Background: an optimization exercise with open tools, aiming at small area, a short achievable clock period and few clock cycles. Do not read the settings as production practice. No run shown here included a check of the RTL's function; only the layout flow was run.

`design/flow/config.mk`:
```
export PLATFORM = sky130hd
export DESIGN_NAME = CONVCOR
export DESIGN_NICKNAME = CONVCOR
export VERILOG_FILES = /design/flow/design.v
export SDC_FILE = /design/flow/constraint.sdc
export NUM_CORES = 4
export LEC_CHECK = 0
export ABC_CLOCK_PERIOD_IN_PS = 3000
export CAP_MARGIN = 20
export CORE_MARGIN = 2
export CORE_UTILIZATION = 35
export PLACE_DENSITY = 0.55
export SETUP_SLACK_MARGIN = 5
export SLEW_MARGIN = 20
```
`design/flow/constraint.sdc`:
```
create_clock -name core_clock -period 10.0 [get_ports {clk}]
set_input_delay 2.0000 -clock core_clock [delete_from_list [all_inputs] [get_ports {clk}]]
set_output_delay 2.0000 -clock core_clock [all_outputs]
set_load 0.01 [all_outputs]
```
`design/flow/design.v`:
```
module CONVCOR(
    clk,
    rst_n,
    in_valid,
    in_a,
    in_b,
    in_mode,
    out_valid,
    out
);
input              clk;
input              rst_n;
input              in_valid;
input      [15:0]  in_a;
input      [15:0]  in_b;
input              in_mode;
output reg         out_valid;
output reg [35:0]  out;
reg [15:0] ra0, ra1, ra2, rb0, rb1, rb2;
reg [1:0]  icnt;     
reg        mode;     
reg        busy;     
reg [3:0]  st;       
wire [3:0] cs = busy ? st : 4'd0;
wire       md = busy ? mode : in_mode;
reg  [1:0] ia, ib;
reg        sclr, svld, slast;
always @(*) begin
    ia = 2'd0; ib = 2'd0; sclr = 1'b0; svld = 1'b0; slast = 1'b0;
    if (md) begin
        case (cs)
            4'd0: sclr = 1'b1;
            4'd1: ;
            default: begin svld = 1'b1; slast = 1'b1; end
        endcase
    end else begin
        case (cs)
            4'd0: begin ia = 2'd0; ib = 2'd0; sclr = 1'b1; svld = 1'b1; end   
            4'd1: begin ia = 2'd3; ib = 2'd0; sclr = 1'b1; end                
            4'd2: begin ia = 2'd3; ib = 2'd2; svld = 1'b1; end                
            4'd3: begin ia = 2'd1; ib = 2'd3; sclr = 1'b1; end                
            4'd4: begin ia = 2'd1; ib = 2'd1; end                             
            4'd5: begin ia = 2'd1; ib = 2'd2; svld = 1'b1; end                
            4'd6: begin ia = 2'd2; ib = 2'd3; sclr = 1'b1; end                
            4'd7: begin ia = 2'd2; ib = 2'd1; svld = 1'b1; end                
            default: begin ia = 2'd1; ib = 2'd1; sclr = 1'b1; svld = 1'b1; slast = 1'b1; end  
        endcase
    end
end
reg [15:0] sa, sb;
always @(*) begin
    case (ia)
        2'd0: sa = in_a;
        2'd1: sa = ra0;
        2'd2: sa = ra1;
        default: sa = ra2;
    endcase
    case (ib)
        2'd0: sb = in_b;
        2'd1: sb = rb0;
        2'd2: sb = rb1;
        default: sb = rb2;
    endcase
end
wire [8:0] ebr = {sb[15:8], 1'b0};
wire [8:0] ebi = {sb[7:0], 1'b0};
wire [3:0] br_n_d, br_o_d, br_t_d, bi_n_d, bi_o_d, bi_t_d;
genvar gk;
generate
    for (gk = 0; gk < 4; gk = gk + 1) begin : benc
        assign br_n_d[gk] = ebr[2*gk+2];
        assign br_o_d[gk] = ebr[2*gk+1] ^ ebr[2*gk];
        assign br_t_d[gk] = (ebr[2*gk+2] & ~ebr[2*gk+1] & ~ebr[2*gk]) | (~ebr[2*gk+2] & ebr[2*gk+1] & ebr[2*gk]);
        assign bi_n_d[gk] = ebi[2*gk+2] ^ md;
        assign bi_o_d[gk] = ebi[2*gk+1] ^ ebi[2*gk];
        assign bi_t_d[gk] = (ebi[2*gk+2] & ~ebi[2*gk+1] & ~ebi[2*gk]) | (~ebi[2*gk+2] & ebi[2*gk+1] & ebi[2*gk]);
    end
endgenerate
reg [7:0] xr, xi;
reg [3:0] br_n, br_o, br_t, bi_n, bi_o, bi_t;
reg [3:0] br_m_n, br_m_o, br_m_t, bi_m_n, bi_m_o, bi_m_t;
reg       clr1, vld1, clr2, vld2;
wire step = busy | (in_valid & (icnt == 2'd0));
always @(posedge clk) begin
    if (!rst_n) begin
        icnt <= 2'd0;
        busy <= 1'b0;
        vld1 <= 1'b0;
        vld2 <= 1'b0;
        out_valid <= 1'b0;
    end else begin
        if (in_valid)
            icnt <= (icnt == 2'd2) ? 2'd0 : icnt + 2'd1;
        if (step) begin
            st <= cs + 4'd1;
            busy <= ~slast;
        end
        vld1 <= step & svld;
        vld2 <= vld1;
        out_valid <= vld2;
    end
end
always @(posedge clk) begin
    if (in_valid & (icnt == 2'd0))
        mode <= in_mode;
    ra0 <= ra1; ra1 <= ra2; ra2 <= in_valid ? in_a : ra0;
    rb0 <= rb1; rb1 <= rb2; rb2 <= in_valid ? in_b : rb0;
    xr <= sa[15:8];
    xi <= sa[7:0];
    br_n <= br_n_d; br_o <= br_o_d; br_t <= br_t_d;
    bi_n <= bi_n_d; bi_o <= bi_o_d; bi_t <= bi_t_d;
    br_m_n <= ~br_n_d; br_m_o <= ~br_o_d; br_m_t <= ~br_t_d;
    bi_m_n <= ~bi_n_d; bi_m_o <= ~bi_o_d; bi_m_t <= ~bi_t_d;
    clr1 <= sclr;
    clr2 <= clr1;
end
wire [7:0] nre, nim;
generate
    for (gk = 0; gk < 4; gk = gk + 1) begin : nrow
        assign nre[2*gk]   = br_n[gk] ^ ~bi_n[gk];
        assign nre[2*gk+1] = br_n[gk] & ~bi_n[gk];
        assign nim[2*gk]   = bi_m_n[gk] ^ br_m_n[gk];
        assign nim[2*gk+1] = ~bi_m_n[gk] & ~br_m_n[gk];
    end
endgenerate
wire [8:0] sre_xr_br_r0 = (br_o[0] ? {xr[7], xr} : br_t[0] ? {xr, 1'b0} : 9'd0) ^ {9{(br_n[0])}};
wire [8:0] sre_xr_br_r1 = (br_o[1] ? {xr[7], xr} : br_t[1] ? {xr, 1'b0} : 9'd0) ^ {9{(br_n[1])}};
wire [8:0] sre_xr_br_r2 = (br_o[2] ? {xr[7], xr} : br_t[2] ? {xr, 1'b0} : 9'd0) ^ {9{(br_n[2])}};
wire [8:0] sre_xr_br_r3 = (br_o[3] ? {xr[7], xr} : br_t[3] ? {xr, 1'b0} : 9'd0) ^ {9{(br_n[3])}};
wire [8:0] sre_xi_bi_r0 = (bi_o[0] ? {xi[7], xi} : bi_t[0] ? {xi, 1'b0} : 9'd0) ^ {9{(~bi_n[0])}};
wire [8:0] sre_xi_bi_r1 = (bi_o[1] ? {xi[7], xi} : bi_t[1] ? {xi, 1'b0} : 9'd0) ^ {9{(~bi_n[1])}};
wire [8:0] sre_xi_bi_r2 = (bi_o[2] ? {xi[7], xi} : bi_t[2] ? {xi, 1'b0} : 9'd0) ^ {9{(~bi_n[2])}};
wire [8:0] sre_xi_bi_r3 = (bi_o[3] ? {xi[7], xi} : bi_t[3] ? {xi, 1'b0} : 9'd0) ^ {9{(~bi_n[3])}};
wire sre_w1 = sre_xr_br_r0[4] ^ sre_xr_br_r1[2];
wire sre_w2 = sre_xr_br_r0[4] & sre_xr_br_r1[2];
wire sre_w3 = sre_xr_br_r0[5] ^ sre_xr_br_r1[3] ^ sre_xr_br_r2[1];
wire sre_w4 = (sre_xr_br_r0[5] & sre_xr_br_r1[3]) | (sre_xr_br_r0[5] & sre_xr_br_r2[1]) | (sre_xr_br_r1[3] & sre_xr_br_r2[1]);
wire sre_w5 = sre_xr_br_r0[6] ^ sre_xr_br_r1[4] ^ sre_xr_br_r2[2];
wire sre_w6 = (sre_xr_br_r0[6] & sre_xr_br_r1[4]) | (sre_xr_br_r0[6] & sre_xr_br_r2[2]) | (sre_xr_br_r1[4] & sre_xr_br_r2[2]);
wire sre_w7 = sre_xr_br_r3[0] ^ sre_xi_bi_r0[6] ^ sre_xi_bi_r1[4];
wire sre_w8 = (sre_xr_br_r3[0] & sre_xi_bi_r0[6]) | (sre_xr_br_r3[0] & sre_xi_bi_r1[4]) | (sre_xi_bi_r0[6] & sre_xi_bi_r1[4]);
wire sre_w9 = sre_xr_br_r0[7] ^ sre_xr_br_r1[5] ^ sre_xr_br_r2[3];
wire sre_w10 = (sre_xr_br_r0[7] & sre_xr_br_r1[5]) | (sre_xr_br_r0[7] & sre_xr_br_r2[3]) | (sre_xr_br_r1[5] & sre_xr_br_r2[3]);
wire sre_w11 = sre_xr_br_r3[1] ^ sre_xi_bi_r0[7] ^ sre_xi_bi_r1[5];
wire sre_w12 = (sre_xr_br_r3[1] & sre_xi_bi_r0[7]) | (sre_xr_br_r3[1] & sre_xi_bi_r1[5]) | (sre_xi_bi_r0[7] & sre_xi_bi_r1[5]);
wire sre_w13 = sre_xi_bi_r2[3] ^ sre_xi_bi_r3[1];
wire sre_w14 = sre_xi_bi_r2[3] & sre_xi_bi_r3[1];
wire sre_w15 = ~sre_xr_br_r0[8] ^ sre_xr_br_r1[6] ^ sre_xr_br_r2[4];
wire sre_w16 = (~sre_xr_br_r0[8] & sre_xr_br_r1[6]) | (~sre_xr_br_r0[8] & sre_xr_br_r2[4]) | (sre_xr_br_r1[6] & sre_xr_br_r2[4]);
wire sre_w17 = sre_xr_br_r3[2] ^ ~sre_xi_bi_r0[8] ^ sre_xi_bi_r1[6];
wire sre_w18 = (sre_xr_br_r3[2] & ~sre_xi_bi_r0[8]) | (sre_xr_br_r3[2] & sre_xi_bi_r1[6]) | (~sre_xi_bi_r0[8] & sre_xi_bi_r1[6]);
wire sre_w19 = sre_xi_bi_r2[4] ^ sre_xi_bi_r3[2];
wire sre_w20 = sre_xi_bi_r2[4] & sre_xi_bi_r3[2];
wire sre_w21 = sre_xr_br_r1[7] ^ sre_xr_br_r2[5] ^ sre_xr_br_r3[3];
wire sre_w22 = (sre_xr_br_r1[7] & sre_xr_br_r2[5]) | (sre_xr_br_r1[7] & sre_xr_br_r3[3]) | (sre_xr_br_r2[5] & sre_xr_br_r3[3]);
wire sre_w23 = sre_xi_bi_r1[7] ^ sre_xi_bi_r2[5] ^ sre_xi_bi_r3[3];
wire sre_w24 = (sre_xi_bi_r1[7] & sre_xi_bi_r2[5]) | (sre_xi_bi_r1[7] & sre_xi_bi_r3[3]) | (sre_xi_bi_r2[5] & sre_xi_bi_r3[3]);
wire sre_w25 = ~sre_xr_br_r1[8] ^ sre_xr_br_r2[6] ^ sre_xr_br_r3[4];
wire sre_w26 = (~sre_xr_br_r1[8] & sre_xr_br_r2[6]) | (~sre_xr_br_r1[8] & sre_xr_br_r3[4]) | (sre_xr_br_r2[6] & sre_xr_br_r3[4]);
wire sre_w27 = ~sre_xi_bi_r1[8] ^ sre_xi_bi_r2[6];
wire sre_w28 = ~sre_xi_bi_r1[8] & sre_xi_bi_r2[6];
wire sre_w29 = sre_xr_br_r0[2] ^ sre_xr_br_r1[0];
wire sre_w30 = sre_xr_br_r0[2] & sre_xr_br_r1[0];
wire sre_w31 = sre_xr_br_r0[3] ^ sre_xr_br_r1[1] ^ sre_xi_bi_r0[3];
wire sre_w32 = (sre_xr_br_r0[3] & sre_xr_br_r1[1]) | (sre_xr_br_r0[3] & sre_xi_bi_r0[3]) | (sre_xr_br_r1[1] & sre_xi_bi_r0[3]);
wire sre_w33 = sre_w1 ^ sre_xr_br_r2[0] ^ sre_xi_bi_r0[4];
wire sre_w34 = (sre_w1 & sre_xr_br_r2[0]) | (sre_w1 & sre_xi_bi_r0[4]) | (sre_xr_br_r2[0] & sre_xi_bi_r0[4]);
wire sre_w35 = sre_xi_bi_r1[2] ^ sre_xi_bi_r2[0];
wire sre_w36 = sre_xi_bi_r1[2] & sre_xi_bi_r2[0];
wire sre_w37 = sre_w2 ^ sre_w3 ^ sre_xi_bi_r0[5];
wire sre_w38 = (sre_w2 & sre_w3) | (sre_w2 & sre_xi_bi_r0[5]) | (sre_w3 & sre_xi_bi_r0[5]);
wire sre_w39 = sre_xi_bi_r1[3] ^ sre_xi_bi_r2[1] ^ nre[5];
wire sre_w40 = (sre_xi_bi_r1[3] & sre_xi_bi_r2[1]) | (sre_xi_bi_r1[3] & nre[5]) | (sre_xi_bi_r2[1] & nre[5]);
wire sre_w41 = sre_w4 ^ sre_w5 ^ sre_w7;
wire sre_w42 = (sre_w4 & sre_w5) | (sre_w4 & sre_w7) | (sre_w5 & sre_w7);
wire sre_w43 = sre_xi_bi_r2[2] ^ sre_xi_bi_r3[0] ^ nre[6];
wire sre_w44 = (sre_xi_bi_r2[2] & sre_xi_bi_r3[0]) | (sre_xi_bi_r2[2] & nre[6]) | (sre_xi_bi_r3[0] & nre[6]);
wire sre_w45 = sre_w6 ^ sre_w8 ^ sre_w9;
wire sre_w46 = (sre_w6 & sre_w8) | (sre_w6 & sre_w9) | (sre_w8 & sre_w9);
wire sre_w47 = sre_w11 ^ sre_w13 ^ nre[7];
wire sre_w48 = (sre_w11 & sre_w13) | (sre_w11 & nre[7]) | (sre_w13 & nre[7]);
wire sre_w49 = sre_w10 ^ sre_w12 ^ sre_w14;
wire sre_w50 = (sre_w10 & sre_w12) | (sre_w10 & sre_w14) | (sre_w12 & sre_w14);
wire sre_w51 = sre_w15 ^ sre_w17 ^ sre_w19;
wire sre_w52 = (sre_w15 & sre_w17) | (sre_w15 & sre_w19) | (sre_w17 & sre_w19);
wire sre_w53 = sre_w16 ^ sre_w18 ^ sre_w20;
wire sre_w54 = (sre_w16 & sre_w18) | (sre_w16 & sre_w20) | (sre_w18 & sre_w20);
wire sre_w55 = sre_w21 ^ sre_w23 ^ 1'b1;
wire sre_w56 = (sre_w21 & sre_w23) | (sre_w21 & 1'b1) | (sre_w23 & 1'b1);
wire sre_w57 = sre_w22 ^ sre_w24 ^ sre_w25;
wire sre_w58 = (sre_w22 & sre_w24) | (sre_w22 & sre_w25) | (sre_w24 & sre_w25);
wire sre_w59 = sre_w27 ^ sre_xi_bi_r3[4] ^ 1'b1;
wire sre_w60 = (sre_w27 & sre_xi_bi_r3[4]) | (sre_w27 & 1'b1) | (sre_xi_bi_r3[4] & 1'b1);
wire sre_w61 = sre_w26 ^ sre_w28 ^ sre_xr_br_r2[7];
wire sre_w62 = (sre_w26 & sre_w28) | (sre_w26 & sre_xr_br_r2[7]) | (sre_w28 & sre_xr_br_r2[7]);
wire sre_w63 = sre_xr_br_r3[5] ^ sre_xi_bi_r2[7] ^ sre_xi_bi_r3[5];
wire sre_w64 = (sre_xr_br_r3[5] & sre_xi_bi_r2[7]) | (sre_xr_br_r3[5] & sre_xi_bi_r3[5]) | (sre_xi_bi_r2[7] & sre_xi_bi_r3[5]);
wire sre_w65 = ~sre_xr_br_r2[8] ^ sre_xr_br_r3[6] ^ ~sre_xi_bi_r2[8];
wire sre_w66 = (~sre_xr_br_r2[8] & sre_xr_br_r3[6]) | (~sre_xr_br_r2[8] & ~sre_xi_bi_r2[8]) | (sre_xr_br_r3[6] & ~sre_xi_bi_r2[8]);
wire sre_w67 = sre_xi_bi_r3[6] ^ 1'b1;
wire sre_w68 = sre_xi_bi_r3[6] & 1'b1;
wire sre_w69 = sre_w29 ^ sre_xi_bi_r0[2];
wire sre_w70 = sre_w29 & sre_xi_bi_r0[2];
wire sre_w71 = sre_w30 ^ sre_w31 ^ sre_xi_bi_r1[1];
wire sre_w72 = (sre_w30 & sre_w31) | (sre_w30 & sre_xi_bi_r1[1]) | (sre_w31 & sre_xi_bi_r1[1]);
wire sre_w73 = sre_w32 ^ sre_w33 ^ sre_w35;
wire sre_w74 = (sre_w32 & sre_w33) | (sre_w32 & sre_w35) | (sre_w33 & sre_w35);
wire sre_w75 = sre_w34 ^ sre_w36 ^ sre_w37;
wire sre_w76 = (sre_w34 & sre_w36) | (sre_w34 & sre_w37) | (sre_w36 & sre_w37);
wire sre_w77 = sre_w38 ^ sre_w40 ^ sre_w41;
wire sre_w78 = (sre_w38 & sre_w40) | (sre_w38 & sre_w41) | (sre_w40 & sre_w41);
wire sre_w79 = sre_w42 ^ sre_w44 ^ sre_w45;
wire sre_w80 = (sre_w42 & sre_w44) | (sre_w42 & sre_w45) | (sre_w44 & sre_w45);
wire sre_w81 = sre_w46 ^ sre_w48 ^ sre_w49;
wire sre_w82 = (sre_w46 & sre_w48) | (sre_w46 & sre_w49) | (sre_w48 & sre_w49);
wire sre_w83 = sre_w50 ^ sre_w52 ^ sre_w53;
wire sre_w84 = (sre_w50 & sre_w52) | (sre_w50 & sre_w53) | (sre_w52 & sre_w53);
wire sre_w85 = sre_w54 ^ sre_w56 ^ sre_w57;
wire sre_w86 = (sre_w54 & sre_w56) | (sre_w54 & sre_w57) | (sre_w56 & sre_w57);
wire sre_w87 = sre_w58 ^ sre_w60 ^ sre_w61;
wire sre_w88 = (sre_w58 & sre_w60) | (sre_w58 & sre_w61) | (sre_w60 & sre_w61);
wire sre_w89 = sre_w62 ^ sre_w64 ^ sre_w65;
wire sre_w90 = (sre_w62 & sre_w64) | (sre_w62 & sre_w65) | (sre_w64 & sre_w65);
wire sre_w91 = sre_w66 ^ sre_w68 ^ sre_xr_br_r3[7];
wire sre_w92 = (sre_w66 & sre_w68) | (sre_w66 & sre_xr_br_r3[7]) | (sre_w68 & sre_xr_br_r3[7]);
wire sre_w93 = ~sre_xr_br_r3[8] ^ ~sre_xi_bi_r3[8];
wire sre_w94 = ~sre_xr_br_r3[8] & ~sre_xi_bi_r3[8];
wire sre_w95 = sre_xr_br_r0[0] ^ sre_xi_bi_r0[0];
wire sre_w96 = sre_xr_br_r0[0] & sre_xi_bi_r0[0];
wire sre_w97 = sre_xr_br_r0[1] ^ sre_xi_bi_r0[1] ^ nre[1];
wire sre_w98 = (sre_xr_br_r0[1] & sre_xi_bi_r0[1]) | (sre_xr_br_r0[1] & nre[1]) | (sre_xi_bi_r0[1] & nre[1]);
wire sre_w99 = sre_w69 ^ sre_xi_bi_r1[0] ^ nre[2];
wire sre_w100 = (sre_w69 & sre_xi_bi_r1[0]) | (sre_w69 & nre[2]) | (sre_xi_bi_r1[0] & nre[2]);
wire sre_w101 = sre_w70 ^ sre_w71 ^ nre[3];
wire sre_w102 = (sre_w70 & sre_w71) | (sre_w70 & nre[3]) | (sre_w71 & nre[3]);
wire sre_w103 = sre_w72 ^ sre_w73 ^ nre[4];
wire sre_w104 = (sre_w72 & sre_w73) | (sre_w72 & nre[4]) | (sre_w73 & nre[4]);
wire sre_w105 = sre_w74 ^ sre_w75 ^ sre_w39;
wire sre_w106 = (sre_w74 & sre_w75) | (sre_w74 & sre_w39) | (sre_w75 & sre_w39);
wire sre_w107 = sre_w76 ^ sre_w77 ^ sre_w43;
wire sre_w108 = (sre_w76 & sre_w77) | (sre_w76 & sre_w43) | (sre_w77 & sre_w43);
wire sre_w109 = sre_w78 ^ sre_w79 ^ sre_w47;
wire sre_w110 = (sre_w78 & sre_w79) | (sre_w78 & sre_w47) | (sre_w79 & sre_w47);
wire sre_w111 = sre_w80 ^ sre_w81 ^ sre_w51;
wire sre_w112 = (sre_w80 & sre_w81) | (sre_w80 & sre_w51) | (sre_w81 & sre_w51);
wire sre_w113 = sre_w82 ^ sre_w83 ^ sre_w55;
wire sre_w114 = (sre_w82 & sre_w83) | (sre_w82 & sre_w55) | (sre_w83 & sre_w55);
wire sre_w115 = sre_w84 ^ sre_w85 ^ sre_w59;
wire sre_w116 = (sre_w84 & sre_w85) | (sre_w84 & sre_w59) | (sre_w85 & sre_w59);
wire sre_w117 = sre_w86 ^ sre_w87 ^ sre_w63;
wire sre_w118 = (sre_w86 & sre_w87) | (sre_w86 & sre_w63) | (sre_w87 & sre_w63);
wire sre_w119 = sre_w88 ^ sre_w89 ^ sre_w67;
wire sre_w120 = (sre_w88 & sre_w89) | (sre_w88 & sre_w67) | (sre_w89 & sre_w67);
wire sre_w121 = sre_w90 ^ sre_w91 ^ sre_xi_bi_r3[7];
wire sre_w122 = (sre_w90 & sre_w91) | (sre_w90 & sre_xi_bi_r3[7]) | (sre_w91 & sre_xi_bi_r3[7]);
wire sre_w123 = sre_w92 ^ sre_w93 ^ 1'b1;
wire sre_w124 = (sre_w92 & sre_w93) | (sre_w92 & 1'b1) | (sre_w93 & 1'b1);
wire [17:0] sre_s = {1'b1, 1'b1, sre_w124, sre_w122, sre_w120, sre_w118, sre_w116, sre_w114, sre_w112, sre_w110, sre_w108, sre_w106, sre_w104, sre_w102, sre_w100, sre_w98, sre_w96, sre_w95};
wire [17:0] sre_c = {1'b0, 1'b0, sre_w94, sre_w123, sre_w121, sre_w119, sre_w117, sre_w115, sre_w113, sre_w111, sre_w109, sre_w107, sre_w105, sre_w103, sre_w101, sre_w99, sre_w97, nre[0]};
wire [8:0] sim_xr_bi_m_r0 = (~bi_m_o[0] ? {xr[7], xr} : ~bi_m_t[0] ? {xr, 1'b0} : 9'd0) ^ {9{(~bi_m_n[0])}};
wire [8:0] sim_xr_bi_m_r1 = (~bi_m_o[1] ? {xr[7], xr} : ~bi_m_t[1] ? {xr, 1'b0} : 9'd0) ^ {9{(~bi_m_n[1])}};
wire [8:0] sim_xr_bi_m_r2 = (~bi_m_o[2] ? {xr[7], xr} : ~bi_m_t[2] ? {xr, 1'b0} : 9'd0) ^ {9{(~bi_m_n[2])}};
wire [8:0] sim_xr_bi_m_r3 = (~bi_m_o[3] ? {xr[7], xr} : ~bi_m_t[3] ? {xr, 1'b0} : 9'd0) ^ {9{(~bi_m_n[3])}};
wire [8:0] sim_xi_br_m_r0 = (~br_m_o[0] ? {xi[7], xi} : ~br_m_t[0] ? {xi, 1'b0} : 9'd0) ^ {9{(~br_m_n[0])}};
wire [8:0] sim_xi_br_m_r1 = (~br_m_o[1] ? {xi[7], xi} : ~br_m_t[1] ? {xi, 1'b0} : 9'd0) ^ {9{(~br_m_n[1])}};
wire [8:0] sim_xi_br_m_r2 = (~br_m_o[2] ? {xi[7], xi} : ~br_m_t[2] ? {xi, 1'b0} : 9'd0) ^ {9{(~br_m_n[2])}};
wire [8:0] sim_xi_br_m_r3 = (~br_m_o[3] ? {xi[7], xi} : ~br_m_t[3] ? {xi, 1'b0} : 9'd0) ^ {9{(~br_m_n[3])}};
wire sim_w1 = sim_xr_bi_m_r0[4] ^ sim_xr_bi_m_r1[2];
wire sim_w2 = sim_xr_bi_m_r0[4] & sim_xr_bi_m_r1[2];
wire sim_w3 = sim_xr_bi_m_r0[5] ^ sim_xr_bi_m_r1[3] ^ sim_xr_bi_m_r2[1];
wire sim_w4 = (sim_xr_bi_m_r0[5] & sim_xr_bi_m_r1[3]) | (sim_xr_bi_m_r0[5] & sim_xr_bi_m_r2[1]) | (sim_xr_bi_m_r1[3] & sim_xr_bi_m_r2[1]);
wire sim_w5 = sim_xr_bi_m_r0[6] ^ sim_xr_bi_m_r1[4] ^ sim_xr_bi_m_r2[2];
wire sim_w6 = (sim_xr_bi_m_r0[6] & sim_xr_bi_m_r1[4]) | (sim_xr_bi_m_r0[6] & sim_xr_bi_m_r2[2]) | (sim_xr_bi_m_r1[4] & sim_xr_bi_m_r2[2]);
wire sim_w7 = sim_xr_bi_m_r3[0] ^ sim_xi_br_m_r0[6] ^ sim_xi_br_m_r1[4];
wire sim_w8 = (sim_xr_bi_m_r3[0] & sim_xi_br_m_r0[6]) | (sim_xr_bi_m_r3[0] & sim_xi_br_m_r1[4]) | (sim_xi_br_m_r0[6] & sim_xi_br_m_r1[4]);
wire sim_w9 = sim_xr_bi_m_r0[7] ^ sim_xr_bi_m_r1[5] ^ sim_xr_bi_m_r2[3];
wire sim_w10 = (sim_xr_bi_m_r0[7] & sim_xr_bi_m_r1[5]) | (sim_xr_bi_m_r0[7] & sim_xr_bi_m_r2[3]) | (sim_xr_bi_m_r1[5] & sim_xr_bi_m_r2[3]);
wire sim_w11 = sim_xr_bi_m_r3[1] ^ sim_xi_br_m_r0[7] ^ sim_xi_br_m_r1[5];
wire sim_w12 = (sim_xr_bi_m_r3[1] & sim_xi_br_m_r0[7]) | (sim_xr_bi_m_r3[1] & sim_xi_br_m_r1[5]) | (sim_xi_br_m_r0[7] & sim_xi_br_m_r1[5]);
wire sim_w13 = sim_xi_br_m_r2[3] ^ sim_xi_br_m_r3[1];
wire sim_w14 = sim_xi_br_m_r2[3] & sim_xi_br_m_r3[1];
wire sim_w15 = ~sim_xr_bi_m_r0[8] ^ sim_xr_bi_m_r1[6] ^ sim_xr_bi_m_r2[4];
wire sim_w16 = (~sim_xr_bi_m_r0[8] & sim_xr_bi_m_r1[6]) | (~sim_xr_bi_m_r0[8] & sim_xr_bi_m_r2[4]) | (sim_xr_bi_m_r1[6] & sim_xr_bi_m_r2[4]);
wire sim_w17 = sim_xr_bi_m_r3[2] ^ ~sim_xi_br_m_r0[8] ^ sim_xi_br_m_r1[6];
wire sim_w18 = (sim_xr_bi_m_r3[2] & ~sim_xi_br_m_r0[8]) | (sim_xr_bi_m_r3[2] & sim_xi_br_m_r1[6]) | (~sim_xi_br_m_r0[8] & sim_xi_br_m_r1[6]);
wire sim_w19 = sim_xi_br_m_r2[4] ^ sim_xi_br_m_r3[2];
wire sim_w20 = sim_xi_br_m_r2[4] & sim_xi_br_m_r3[2];
wire sim_w21 = sim_xr_bi_m_r1[7] ^ sim_xr_bi_m_r2[5] ^ sim_xr_bi_m_r3[3];
wire sim_w22 = (sim_xr_bi_m_r1[7] & sim_xr_bi_m_r2[5]) | (sim_xr_bi_m_r1[7] & sim_xr_bi_m_r3[3]) | (sim_xr_bi_m_r2[5] & sim_xr_bi_m_r3[3]);
wire sim_w23 = sim_xi_br_m_r1[7] ^ sim_xi_br_m_r2[5] ^ sim_xi_br_m_r3[3];
wire sim_w24 = (sim_xi_br_m_r1[7] & sim_xi_br_m_r2[5]) | (sim_xi_br_m_r1[7] & sim_xi_br_m_r3[3]) | (sim_xi_br_m_r2[5] & sim_xi_br_m_r3[3]);
wire sim_w25 = ~sim_xr_bi_m_r1[8] ^ sim_xr_bi_m_r2[6] ^ sim_xr_bi_m_r3[4];
wire sim_w26 = (~sim_xr_bi_m_r1[8] & sim_xr_bi_m_r2[6]) | (~sim_xr_bi_m_r1[8] & sim_xr_bi_m_r3[4]) | (sim_xr_bi_m_r2[6] & sim_xr_bi_m_r3[4]);
wire sim_w27 = ~sim_xi_br_m_r1[8] ^ sim_xi_br_m_r2[6];
wire sim_w28 = ~sim_xi_br_m_r1[8] & sim_xi_br_m_r2[6];
wire sim_w29 = sim_xr_bi_m_r0[2] ^ sim_xr_bi_m_r1[0];
wire sim_w30 = sim_xr_bi_m_r0[2] & sim_xr_bi_m_r1[0];
wire sim_w31 = sim_xr_bi_m_r0[3] ^ sim_xr_bi_m_r1[1] ^ sim_xi_br_m_r0[3];
wire sim_w32 = (sim_xr_bi_m_r0[3] & sim_xr_bi_m_r1[1]) | (sim_xr_bi_m_r0[3] & sim_xi_br_m_r0[3]) | (sim_xr_bi_m_r1[1] & sim_xi_br_m_r0[3]);
wire sim_w33 = sim_w1 ^ sim_xr_bi_m_r2[0] ^ sim_xi_br_m_r0[4];
wire sim_w34 = (sim_w1 & sim_xr_bi_m_r2[0]) | (sim_w1 & sim_xi_br_m_r0[4]) | (sim_xr_bi_m_r2[0] & sim_xi_br_m_r0[4]);
wire sim_w35 = sim_xi_br_m_r1[2] ^ sim_xi_br_m_r2[0];
wire sim_w36 = sim_xi_br_m_r1[2] & sim_xi_br_m_r2[0];
wire sim_w37 = sim_w2 ^ sim_w3 ^ sim_xi_br_m_r0[5];
wire sim_w38 = (sim_w2 & sim_w3) | (sim_w2 & sim_xi_br_m_r0[5]) | (sim_w3 & sim_xi_br_m_r0[5]);
wire sim_w39 = sim_xi_br_m_r1[3] ^ sim_xi_br_m_r2[1] ^ nim[5];
wire sim_w40 = (sim_xi_br_m_r1[3] & sim_xi_br_m_r2[1]) | (sim_xi_br_m_r1[3] & nim[5]) | (sim_xi_br_m_r2[1] & nim[5]);
wire sim_w41 = sim_w4 ^ sim_w5 ^ sim_w7;
wire sim_w42 = (sim_w4 & sim_w5) | (sim_w4 & sim_w7) | (sim_w5 & sim_w7);
wire sim_w43 = sim_xi_br_m_r2[2] ^ sim_xi_br_m_r3[0] ^ nim[6];
wire sim_w44 = (sim_xi_br_m_r2[2] & sim_xi_br_m_r3[0]) | (sim_xi_br_m_r2[2] & nim[6]) | (sim_xi_br_m_r3[0] & nim[6]);
wire sim_w45 = sim_w6 ^ sim_w8 ^ sim_w9;
wire sim_w46 = (sim_w6 & sim_w8) | (sim_w6 & sim_w9) | (sim_w8 & sim_w9);
wire sim_w47 = sim_w11 ^ sim_w13 ^ nim[7];
wire sim_w48 = (sim_w11 & sim_w13) | (sim_w11 & nim[7]) | (sim_w13 & nim[7]);
wire sim_w49 = sim_w10 ^ sim_w12 ^ sim_w14;
wire sim_w50 = (sim_w10 & sim_w12) | (sim_w10 & sim_w14) | (sim_w12 & sim_w14);
wire sim_w51 = sim_w15 ^ sim_w17 ^ sim_w19;
wire sim_w52 = (sim_w15 & sim_w17) | (sim_w15 & sim_w19) | (sim_w17 & sim_w19);
wire sim_w53 = sim_w16 ^ sim_w18 ^ sim_w20;
wire sim_w54 = (sim_w16 & sim_w18) | (sim_w16 & sim_w20) | (sim_w18 & sim_w20);
wire sim_w55 = sim_w21 ^ sim_w23 ^ 1'b1;
wire sim_w56 = (sim_w21 & sim_w23) | (sim_w21 & 1'b1) | (sim_w23 & 1'b1);
wire sim_w57 = sim_w22 ^ sim_w24 ^ sim_w25;
wire sim_w58 = (sim_w22 & sim_w24) | (sim_w22 & sim_w25) | (sim_w24 & sim_w25);
wire sim_w59 = sim_w27 ^ sim_xi_br_m_r3[4] ^ 1'b1;
wire sim_w60 = (sim_w27 & sim_xi_br_m_r3[4]) | (sim_w27 & 1'b1) | (sim_xi_br_m_r3[4] & 1'b1);
wire sim_w61 = sim_w26 ^ sim_w28 ^ sim_xr_bi_m_r2[7];
wire sim_w62 = (sim_w26 & sim_w28) | (sim_w26 & sim_xr_bi_m_r2[7]) | (sim_w28 & sim_xr_bi_m_r2[7]);
wire sim_w63 = sim_xr_bi_m_r3[5] ^ sim_xi_br_m_r2[7] ^ sim_xi_br_m_r3[5];
wire sim_w64 = (sim_xr_bi_m_r3[5] & sim_xi_br_m_r2[7]) | (sim_xr_bi_m_r3[5] & sim_xi_br_m_r3[5]) | (sim_xi_br_m_r2[7] & sim_xi_br_m_r3[5]);
wire sim_w65 = ~sim_xr_bi_m_r2[8] ^ sim_xr_bi_m_r3[6] ^ ~sim_xi_br_m_r2[8];
wire sim_w66 = (~sim_xr_bi_m_r2[8] & sim_xr_bi_m_r3[6]) | (~sim_xr_bi_m_r2[8] & ~sim_xi_br_m_r2[8]) | (sim_xr_bi_m_r3[6] & ~sim_xi_br_m_r2[8]);
wire sim_w67 = sim_xi_br_m_r3[6] ^ 1'b1;
wire sim_w68 = sim_xi_br_m_r3[6] & 1'b1;
wire sim_w69 = sim_w29 ^ sim_xi_br_m_r0[2];
wire sim_w70 = sim_w29 & sim_xi_br_m_r0[2];
wire sim_w71 = sim_w30 ^ sim_w31 ^ sim_xi_br_m_r1[1];
wire sim_w72 = (sim_w30 & sim_w31) | (sim_w30 & sim_xi_br_m_r1[1]) | (sim_w31 & sim_xi_br_m_r1[1]);
wire sim_w73 = sim_w32 ^ sim_w33 ^ sim_w35;
wire sim_w74 = (sim_w32 & sim_w33) | (sim_w32 & sim_w35) | (sim_w33 & sim_w35);
wire sim_w75 = sim_w34 ^ sim_w36 ^ sim_w37;
wire sim_w76 = (sim_w34 & sim_w36) | (sim_w34 & sim_w37) | (sim_w36 & sim_w37);
wire sim_w77 = sim_w38 ^ sim_w40 ^ sim_w41;
wire sim_w78 = (sim_w38 & sim_w40) | (sim_w38 & sim_w41) | (sim_w40 & sim_w41);
wire sim_w79 = sim_w42 ^ sim_w44 ^ sim_w45;
wire sim_w80 = (sim_w42 & sim_w44) | (sim_w42 & sim_w45) | (sim_w44 & sim_w45);
wire sim_w81 = sim_w46 ^ sim_w48 ^ sim_w49;
wire sim_w82 = (sim_w46 & sim_w48) | (sim_w46 & sim_w49) | (sim_w48 & sim_w49);
wire sim_w83 = sim_w50 ^ sim_w52 ^ sim_w53;
wire sim_w84 = (sim_w50 & sim_w52) | (sim_w50 & sim_w53) | (sim_w52 & sim_w53);
wire sim_w85 = sim_w54 ^ sim_w56 ^ sim_w57;
wire sim_w86 = (sim_w54 & sim_w56) | (sim_w54 & sim_w57) | (sim_w56 & sim_w57);
wire sim_w87 = sim_w58 ^ sim_w60 ^ sim_w61;
wire sim_w88 = (sim_w58 & sim_w60) | (sim_w58 & sim_w61) | (sim_w60 & sim_w61);
wire sim_w89 = sim_w62 ^ sim_w64 ^ sim_w65;
wire sim_w90 = (sim_w62 & sim_w64) | (sim_w62 & sim_w65) | (sim_w64 & sim_w65);
wire sim_w91 = sim_w66 ^ sim_w68 ^ sim_xr_bi_m_r3[7];
wire sim_w92 = (sim_w66 & sim_w68) | (sim_w66 & sim_xr_bi_m_r3[7]) | (sim_w68 & sim_xr_bi_m_r3[7]);
wire sim_w93 = ~sim_xr_bi_m_r3[8] ^ ~sim_xi_br_m_r3[8];
wire sim_w94 = ~sim_xr_bi_m_r3[8] & ~sim_xi_br_m_r3[8];
wire sim_w95 = sim_xr_bi_m_r0[0] ^ sim_xi_br_m_r0[0];
wire sim_w96 = sim_xr_bi_m_r0[0] & sim_xi_br_m_r0[0];
wire sim_w97 = sim_xr_bi_m_r0[1] ^ sim_xi_br_m_r0[1] ^ nim[1];
wire sim_w98 = (sim_xr_bi_m_r0[1] & sim_xi_br_m_r0[1]) | (sim_xr_bi_m_r0[1] & nim[1]) | (sim_xi_br_m_r0[1] & nim[1]);
wire sim_w99 = sim_w69 ^ sim_xi_br_m_r1[0] ^ nim[2];
wire sim_w100 = (sim_w69 & sim_xi_br_m_r1[0]) | (sim_w69 & nim[2]) | (sim_xi_br_m_r1[0] & nim[2]);
wire sim_w101 = sim_w70 ^ sim_w71 ^ nim[3];
wire sim_w102 = (sim_w70 & sim_w71) | (sim_w70 & nim[3]) | (sim_w71 & nim[3]);
wire sim_w103 = sim_w72 ^ sim_w73 ^ nim[4];
wire sim_w104 = (sim_w72 & sim_w73) | (sim_w72 & nim[4]) | (sim_w73 & nim[4]);
wire sim_w105 = sim_w74 ^ sim_w75 ^ sim_w39;
wire sim_w106 = (sim_w74 & sim_w75) | (sim_w74 & sim_w39) | (sim_w75 & sim_w39);
wire sim_w107 = sim_w76 ^ sim_w77 ^ sim_w43;
wire sim_w108 = (sim_w76 & sim_w77) | (sim_w76 & sim_w43) | (sim_w77 & sim_w43);
wire sim_w109 = sim_w78 ^ sim_w79 ^ sim_w47;
wire sim_w110 = (sim_w78 & sim_w79) | (sim_w78 & sim_w47) | (sim_w79 & sim_w47);
wire sim_w111 = sim_w80 ^ sim_w81 ^ sim_w51;
wire sim_w112 = (sim_w80 & sim_w81) | (sim_w80 & sim_w51) | (sim_w81 & sim_w51);
wire sim_w113 = sim_w82 ^ sim_w83 ^ sim_w55;
wire sim_w114 = (sim_w82 & sim_w83) | (sim_w82 & sim_w55) | (sim_w83 & sim_w55);
wire sim_w115 = sim_w84 ^ sim_w85 ^ sim_w59;
wire sim_w116 = (sim_w84 & sim_w85) | (sim_w84 & sim_w59) | (sim_w85 & sim_w59);
wire sim_w117 = sim_w86 ^ sim_w87 ^ sim_w63;
wire sim_w118 = (sim_w86 & sim_w87) | (sim_w86 & sim_w63) | (sim_w87 & sim_w63);
wire sim_w119 = sim_w88 ^ sim_w89 ^ sim_w67;
wire sim_w120 = (sim_w88 & sim_w89) | (sim_w88 & sim_w67) | (sim_w89 & sim_w67);
wire sim_w121 = sim_w90 ^ sim_w91 ^ sim_xi_br_m_r3[7];
wire sim_w122 = (sim_w90 & sim_w91) | (sim_w90 & sim_xi_br_m_r3[7]) | (sim_w91 & sim_xi_br_m_r3[7]);
wire sim_w123 = sim_w92 ^ sim_w93 ^ 1'b1;
wire sim_w124 = (sim_w92 & sim_w93) | (sim_w92 & 1'b1) | (sim_w93 & 1'b1);
wire [17:0] sim_s = {1'b1, 1'b1, sim_w124, sim_w122, sim_w120, sim_w118, sim_w116, sim_w114, sim_w112, sim_w110, sim_w108, sim_w106, sim_w104, sim_w102, sim_w100, sim_w98, sim_w96, sim_w95};
wire [17:0] sim_c = {1'b0, 1'b0, sim_w94, sim_w123, sim_w121, sim_w119, sim_w117, sim_w115, sim_w113, sim_w111, sim_w109, sim_w107, sim_w105, sim_w103, sim_w101, sim_w99, sim_w97, nim[0]};
reg [17:0] pre_s, pre_c, pim_s, pim_c;
always @(posedge clk) begin
    pre_s <= sre_s; pre_c <= sre_c;
    pim_s <= sim_s; pim_c <= sim_c;
end
wire [17:0] acc_re = clr2 ? 18'd0 : out[35:18];
wire [17:0] acc_im = clr2 ? 18'd0 : out[17:0];
always @(posedge clk) begin
    out[35:18] <= acc_re + pre_s + pre_c;
    out[17:0]  <= acc_im + pim_s + pim_c;
end
endmodule
```
`design/flow/flow/run.sh`:
```
#!/bin/bash
# The standard layout (the standard.sh, with the standard synthesis
# unchanged), with two make variables changed:
#  - BUFFER_PORTS_ARGS: every input and output port still gets a buffer, but a
#    plain buffer cell instead of the delay buffer that buffer_ports picks.
# Each tool's output goes to the ORFS logs under orfs/ and to standard.log here.
set -euo pipefail
SETUP_MARGIN=${SETUP_MARGIN:-6.6}
PORT_BUF=${PORT_BUF:-sky130_fd_sc_hd__buf_2}
sed -e "s/SETUP_SLACK_MARGIN=[0-9.]*/SETUP_SLACK_MARGIN=${SETUP_MARGIN} BUFFER_PORTS_ARGS='-buffer_cell ${PORT_BUF}'/" standard.sh > standard_margin.sh
grep -q "SETUP_SLACK_MARGIN=${SETUP_MARGIN} " standard_margin.sh
bash standard_margin.sh > standard.log 2>&1
```
`design/flow/standard.sh`:
```
#!/bin/bash
# synth_recipe.tcl (not shown) runs the flow's synth.tcl, then flattens the netlist and writes it again
# the make line also repeats each setting of config.mk as NAME=value (left out here)
make -C /OpenROAD-flow-scripts/flow DESIGN_CONFIG=/design/flow/config.mk WORK_HOME=/design/flow/orfs CLKGATE_MAP_FILE= SYNTH_SCRIPT=/design/flow/synth_recipe.tcl "${@:-finish}"
```
==> results of run 1 <==
final cells by class:
type	count	area, µm²	area share [%]
tap	600	751	4.19
multi-input combinational	1061	9390	52.4
clock buffer	39	857	4.78
sequential	273	5590	31.2
timing repair buffer	82	490	2.74
inverter	179	678	3.79
clock inverter	15	161	0.901
metal layers:
layer | share of wire [%] | global-route usage (%) | vias up
li1 | - | - | 5323
met1 | 48 | 22.0 | 5197
met2 | 45 | 25.7 | 248
met3 | 4.5 | 2.11 | 60
met4 | 2.4 | 4.95 | 0
met5 | 0 | 0 | -
cell families (layout without fill, tap and decap cells):
| group | after synthesis | after routing | synth area share [%] |
|---|---|---|---|
| AOI/OAI and AO/OA | 299 | 299 | 13.2 |
| xor gates and xnor gates | 187 | 187 | 10.4 |
| adders and majority gates | 202 | 202 | 22.2 |
| buffers and inverters | 263 | 315 | 6.50 |
| DFF | 273 | 273 | 34.8 |
| muxes | 40 | 40 | 2.88 |
| and+or+nand+nor | 333 | 333 | 10.1 |
Yosys cell counts (all sizes together), types with 9 or more instances:
cell type and instances:
a222oi 18, nor2b 55, a22oi 39, inv 176, fa 132, a21o 9
xor2 34, nor2 45, nand3 12, nand3b 9, ha 70, o21a 14
and2 10, o22ai 36, a21oi 47, nand2b 14, xnor2 153, o21ai 82
mux2 36, nand2 154, dfxtp 268, buf 23, clkbuf 61
worst min-delay path by stage:
stage / start / to / slack, ns
2_1_floorplan: clr1 / clr2 / 0.31
3_3_place_gp: rb1[5] / rb0[5] / 0.33
3_5_place_dp: rb1[12] / rb0[12] / 0.33
4_1_cts: rb1[12] / rb0[12] / 0.35
5_1_grt: rb1[12] / rb0[12] / 0.35
6_report: rb1[5] / rb0[5] / 0.34
critical path, stage by stage (launching register included):
cell     delay (ns)
dfxtp_2        0.55
nand2_1        0.08
o21ai_0        0.28
xnor2_1        0.14
fa_1           0.55
inv_1          0.05
fa_1           0.52
fa_1           0.59
fa_1           0.41
per-stage QoR:
stage | cells | setup WS, ns | hold WS, ns | util [%]
floorplan | 1597 | 6.64 | 0.310 | -
global placement | 2188 | 6.09 | 0.329 | 36.9
detailed placement | 2188 | 5.97 | 0.333 | 36.9
CTS | 2242 | 6.61 | 0.347 | 39.3
global route | 2249 | 6.56 | 0.347 | 39.7
finish | 2249 | 6.70 | 0.342 | 39.7
repair_timing:
item | in CTS | in global routing
resized for setup | 27 | 43
hold buffers | 0 | 0
buffers inserted | 0 | 6
pin swaps | 0 | 2
endpoints found under the setup margin | 55 | 57
cloned | 0 | 1
endpoints found under the hold margin | 0 | 0
==> run_results.csv, run 1 <==
group,metric,value,unit
sta,finalHoldViolations,0,
final_layout,syn_to_final_growth,12.9,%
job,cap_violations,0,
sta,skew,0.0116,ns
setup_path,crit_path_end_kind,"flip-flop",
sta,relSlewSlack,40.2,%
floorplanning,die_area,0.0470,mm²
synth,synth_area,0.0159,mm²
global_route,grt_max_degree,37,
floorplanning,die_h,217,µm
clocking,htreeDepth,1,
placement,post_dp_cell_area,0.0166,mm²
setup_path,crit_start,"xr[0]",
clocking,numCtsBuffers,30,
global_route,gr-usage-all-layers,15.8,%
final_layout,finalNetCount,1865,
global_route,grt_pass1_vias,10828,
floorplanning,ios,73,
final_layout,final_common_cell,"dfxtp_1",
final_layout,drive_gt1_share,14.9,%
sta,tns,0,ns
final_layout,regMostFlops,"out",
final_layout,fill_cells,4488,
routing,postRouteAntennaNets,0,
status,outcome,"finished clean",
clocking,clock_latency,0.57,ns
min_path,min_path_type,"reg2reg",
routing,drt-pass1-iter-count,5,
global_route,grt_pass1_wl,59300,µm
setup_path,worstSetupStartpointType,"flip-flop",
sta,fin_crit,3.30,ns
synth,synth_top_area_share,33.8,%
routing,drc,0,
clocking,clk_pin_slew,0.06,ns
final_layout,largest_reg_flops,36,
sta,final_max_slew_viol_count,0,
setup_path,critPathMaxFanout,16,
setup_path,critical_path_class,"reg2reg",
final_layout,final_cell_mix,"235 x dfxtp_1, 169 x inv_1, 153 x xnor2_1",
setup_path,cp.arrival,3.75,ns
setup_path,crit_required,10.45,ns
sta,setup_violations,0,
setup_path,reg2reg_from,"xr[0]",
synth,ys_top_cells_by_area,"dfxtp_1 34%, fa_1 17%, xnor2_1 8.4%",
placement,hpwlAfterDp,28500,µm
floorplanning,die_x,217,µm
synth,seq_area_frac_synth,34.8,%
routing,via_per_inst,4.81,
synth,synth_warnings,1,
synth,netlist_instances,1597,
floorplanning,core_area,0.0451,mm²
placement,numPortBuffers,72,
sta,tightest_slew,0.897,ns
clocking,cts_tree,"yes",
setup_path,crit_path_end,"pre_c[5]",
setup_path,r2r_cells,8,
sta,post-route-period-util,33.0,%
placement,place_congestion,0.861,
clocking,clock_sinks,273,
floorplanning,num_rows,78,
setup_path,reg2reg_slack,6.70,ns
sta,max_freq,303,MHz
global_route,grt_antenna_before_repair,0,
floorplanning,start_util,35.2,%
final_layout,fin_area,0.0179,mm²
synth,synth.avg_cell_area,9.93,µm²
clocking,cts-root-buf,"clkbuf_16",
synth,synth-edff-count,5,
sta,rsz0062_at_grt,"yes",
routing,first_iter_violations,626,
global_route,grt_overflow_total,0,
synth,synth-seq-cells,273,
synth,yosysUniqueCellTypes,86,
synth,synth-async-reset-ratio,0,%
routing,vias,10828,
setup_path,reg2reg_to,"pre_c[5]",
routing,post_drt_wl_per_cell,16.6,µm
clocking,clk_path_buf_depth,3,
min_path,hold_path_depth,0,
synth,synth_area_leader_cell,"dfxtp_1",
final_layout,antenna_cells,0,
routing,wl,37300,µm
synth,synth_ff_type,"dfxtp_1",
synth,synth_nets,1835,
==> inputs of run 2 (changes only) <==
--- a/design/flow/design.v
+++ b/design/flow/design.v
@@ -22,5 +22,4 @@
 reg        busy;     
 reg [3:0]  st;       
-wire [3:0] cs = busy ? st : 4'd0;
 wire       md = busy ? mode : in_mode;
 reg  [1:0] ia, ib;
@@ -28,13 +27,10 @@
 always @(*) begin
     ia = 2'd0; ib = 2'd0; sclr = 1'b0; svld = 1'b0; slast = 1'b0;
-    if (md) begin
-        case (cs)
-            4'd0: sclr = 1'b1;
-            4'd1: ;
-            default: begin svld = 1'b1; slast = 1'b1; end
-        endcase
+    if (!busy) begin
+        sclr = 1'b1; svld = ~in_mode;
+    end else if (mode) begin
+        if (st != 4'd1) begin svld = 1'b1; slast = 1'b1; end
     end else begin
-        case (cs)
-            4'd0: begin ia = 2'd0; ib = 2'd0; sclr = 1'b1; svld = 1'b1; end   
+        case (st)
             4'd1: begin ia = 2'd3; ib = 2'd0; sclr = 1'b1; end                
             4'd2: begin ia = 2'd3; ib = 2'd2; svld = 1'b1; end                
@@ -93,5 +89,5 @@
             icnt <= (icnt == 2'd2) ? 2'd0 : icnt + 2'd1;
         if (step) begin
-            st <= cs + 4'd1;
+            st <= busy ? st + 4'd1 : 4'd1;
             busy <= ~slast;
         end
==> run_results.csv, run 2 <==
group,metric,value,unit
status,outcome,"finished clean",
global_route,grt_antenna_before_repair,0,
routing,first_iter_violations,585,
synth,netlist_instances,1574,
synth,synth_area,0.0156,mm²
setup_path,crit_path_end_kind,"flip-flop",
synth,synth_common_cells,"268 x dfxtp_1, 178 x inv_1, 177 x nand2_1",
sta,rsz0062_at_grt,"yes",
synth,synth-edff-count,5,
routing,drc,0,
clocking,clk_path_buf_depth,3,
synth,synth_ff_type,"dfxtp_1",
final_layout,syn_to_final_growth,14.1,%
sta,tightest_slew,0.958,ns
clocking,numCtsBuffers,31,
setup_path,crit_path_end,"out[35]",
setup_path,cp_cell_sequence,"buf_12, nand2b_1, fa_1, inv_1, ha_2, fa_2, a211o_1, a2111oi_4, o31ai_4, a31oi_4, mux2i_1, a2111oi_2",
sta,skew,0.0149,ns
synth,synthAdderAreaFrac,22.4,%
routing,vias,10565,
job,cap_violations,0,
global_route,use_met3,2.35,%
global_route,grt_pass1_vias,10670,
setup_path,crit_required,10.47,ns
setup_path,path_buf_inv,2,
global_route,grt_pass1_wl,57700,µm
global_route,gr-usage-met2,24.1,%
sta,tns,0,ns
sta,max_freq,303,MHz
setup_path,crit_slowest_cell,"fa_1",
synth,synth_compound_area_share,11.8,%
sta,post-route-period-util,33.0,%
synth,synthSimpleGateAreaFrac,9.23,%
setup_path,critPathMaxFanout,6,
placement,numPortBuffers,72,
sta,final_max_slew_viol_count,0,
setup_path,critical_path_class,"reg2reg",
setup_path,reg2reg_from,"clr2",
floorplanning,num_rows,77,
routing,postRouteAntennaNets,0,
clocking,cts-root-buf,"clkbuf_16",
synth,seq_area_frac_synth,35.3,%
synth,synth_top_family_by_area,"adder cells",
synth,synthMuxAreaShare,4.23,%
floorplanning,core_area,0.0441,mm²
routing,via_per_inst,4.73,
setup_path,worstSetupStartpointType,"flip-flop",
synth,yosysUniqueCellTypes,60,
final_layout,final_cell_mix,"236 x dfxtp_1, 178 x inv_1, 177 x nand2_1",
final_layout,largest_reg_flops,36,
floorplanning,die_x,215,µm
clocking,htreeDepth,1,
clocking,clock_sinks,273,
clocking,cts_tree,"yes",
setup_path,reg2reg_slack,6.70,ns
placement,hpwlAfterDp,27200,µm
global_route,grt_overflow_total,0,
setup_path,r2r_cells,12,
final_layout,finalNetCount,1852,
final_layout,antenna_cells,0,
synth,synth_area_leader_cell,"dfxtp_1",
global_route,grt_max_degree,37,
synth,ys_top_cells_by_area,"dfxtp_1 34%, fa_1 17%, xnor2_1 9.0%",
final_layout,final_common_cell,"dfxtp_1",
floorplanning,die_h,215,µm
setup_path,reg2reg_to,"out[35]",
final_layout,drive_gt1_share,15.2,%
min_path,min_path_type,"reg2reg",
final_layout,regMostFlops,"out",
setup_path,cp.arrival,3.76,ns
clocking,clock_latency,0.58,ns
synth,synth_warnings,1,
sta,finalHoldViolations,0,
floorplanning,start_util,35.4,%
sta,relSlewSlack,36.1,%
setup_path,max_stage_delay,0.47,ns
synth,synth_nets,1810,
sta,fin_crit,3.30,ns
synth,synth_top_area_share,34.4,%
synth,synth.most_common_cell,"dfxtp_1",
setup_path,crit_family,"compound AO/OA/AOI/OAI gates",
synth,synthXorXnorAreaFrac,10.5,%
sta,setup_violations,0,
routing,drt-pass1-iter-count,5,
setup_path,crit_start,"clr2",
global_route,use_met1,21.9,%
synth,synth-async-reset-ratio,0,%
routing,post_drt_wl_per_cell,16.0,µm
synth,synth-seq-cells,273,
final_layout,fin_area,0.0178,mm²
clocking,clk_pin_slew,0.06,ns
clocking,ctsHoldBuffers,0,
global_route,gr-usage-all-layers,15.3,%
routing,wl,35700,µm
floorplanning,ios,73,
floorplanning,die_area,0.0463,mm²
synth,synth.avg_cell_area,9.92,µm²
setup_path,worst-path-stages,12,
global_route,busiest_layer,"met2",
placement,place_congestion,0.900,
placement,post_dp_cell_area,0.0165,mm²
-- run 2: changes by cell type after synthesis, sizes merged, moves of 8 or more --
| cell | before | now |
|---|---|---|
| a21oi | 47 | 29 |
| a222oi | 18 | 0 |
| nor2 | 45 | 15 |
| buf | 23 | 14 |
| o21ai | 82 | 102 |
| inv | 176 | 187 |
| o21a | 14 | 4 |
| nand2 | 154 | 177 |
| o22a | 1 | 9 |
| o221ai | 1 | 11 |
| mux2i | 4 | 24 |
-- run 2: cells by family after synthesis --
family          count (synthesis)
simple gates                  306
compound gates                281
buf+inv                       265
flops                         273
fa+ha+maj                     200
mux                            61
xor+xnor                      188
-- run 2: worst min-delay path by stage --
| stage | to | from | depth (start not counted) |
|---|---|---|---|
| after floorplan | clr2 | clr1 | 0 |
| after global placement | ra1[6] | ra2[6] | 0 |
| after detailed placement | ra1[6] | ra2[6] | 0 |
| after CTS | rb1[5] | rb2[5] | 0 |
| after global routing | rb1[1] | rb2[1] | 0 |
| final | ra1[10] | ra2[10] | 0 |
-- run 2: repair_timing --
| action | in CTS | in global routing |
|---|---|---|
| buffers inserted | 5 | 2 |
| pin swaps | 6 | 4 |
| gates resized for setup | 29 | 36 |
| gates cloned | 1 | 0 |
| setup endpoints to repair | 25 | 30 |
-- run 2: area by class of cell --
type,instances,area (µm²)
Tap cell,592,741
Sequential cell,273,5570
Multi-Input combinational cell,1036,9190
Clock inverter,19,205
Inverter,188,707
Timing Repair Buffer,86,515
Fill cell,4381,26300
Clock buffer,38,885
-- run 2: metal layers --
metal	vias up	wire length (µm)	share of wire, %
met5	-	0	0
met4	0	776	2.2
met2	268	15600	44
met3	51	1650	4.6
met1	5025	17700	50
li1	5221	-	-
-- run 2: worst reg2reg max path: cells and delay by family, from the launching register on --
family | cells | cell delay, ns
flip-flops | 1 | 0.36
AO/OA/AOI/OAI | 5 | 1.38
adder cells (fa/ha/maj) | 3 | 1.02
multiplexers | 1 | 0.11
AND/OR/NAND/NOR | 1 | 0.15
buffers and inverters | 2 | 0.18
-- run 2: metrics by stage --
| stage | hold slack (ns) | util, % | worst slack, ns | instances |
|---|---|---|---|---|
| after floorplan | 0.310 | - | 6.61 | 1574 |
| after global placement | 0.329 | 37.3 | 6.18 | 2167 |
| after detailed placement | 0.332 | 37.3 | 6.18 | 2167 |
| after CTS | 0.337 | 40.2 | 6.59 | 2230 |
| after global routing | 0.349 | 40.4 | 6.54 | 2232 |
| final | 0.345 | 40.4 | 6.70 | 2232 |

==> re-timing with driven ports <==
The results above use ideal ports. As a check the final layouts listed here were re-extracted and re-timed, cells and wires unchanged.
Step 1 sets driving cells, clkbuf_16 on the clock port and buf_2 on the other inputs (assumed; they add their load-dependent delay and slew).
Step 2 adds t to the input delays and takes it off the output delays; t is the mean of the earliest and latest rising clock arrival at the registers after step 1. Input paths then give back, and output paths get back, about the clock's delay inside the block.
a / b / c = ideal / step 1 / step 2; a / b = the first two.
run	t (ns)	setup WS [ns]	worst hold slack (ns)	cell pins on the clock port's net
run 1	0.623	6.704 / 6.704 / 6.215	0.342 / 0.342 / 0.342	1
run 2	0.620	6.704 / 6.704 / 6.194	0.345 / 0.345 / 0.345	1
After both steps every run listed still meets setup and hold. For run 2, which loses most, drivers alone change the setup slack by 0.000 ns; drivers and shift together by -0.510 ns.
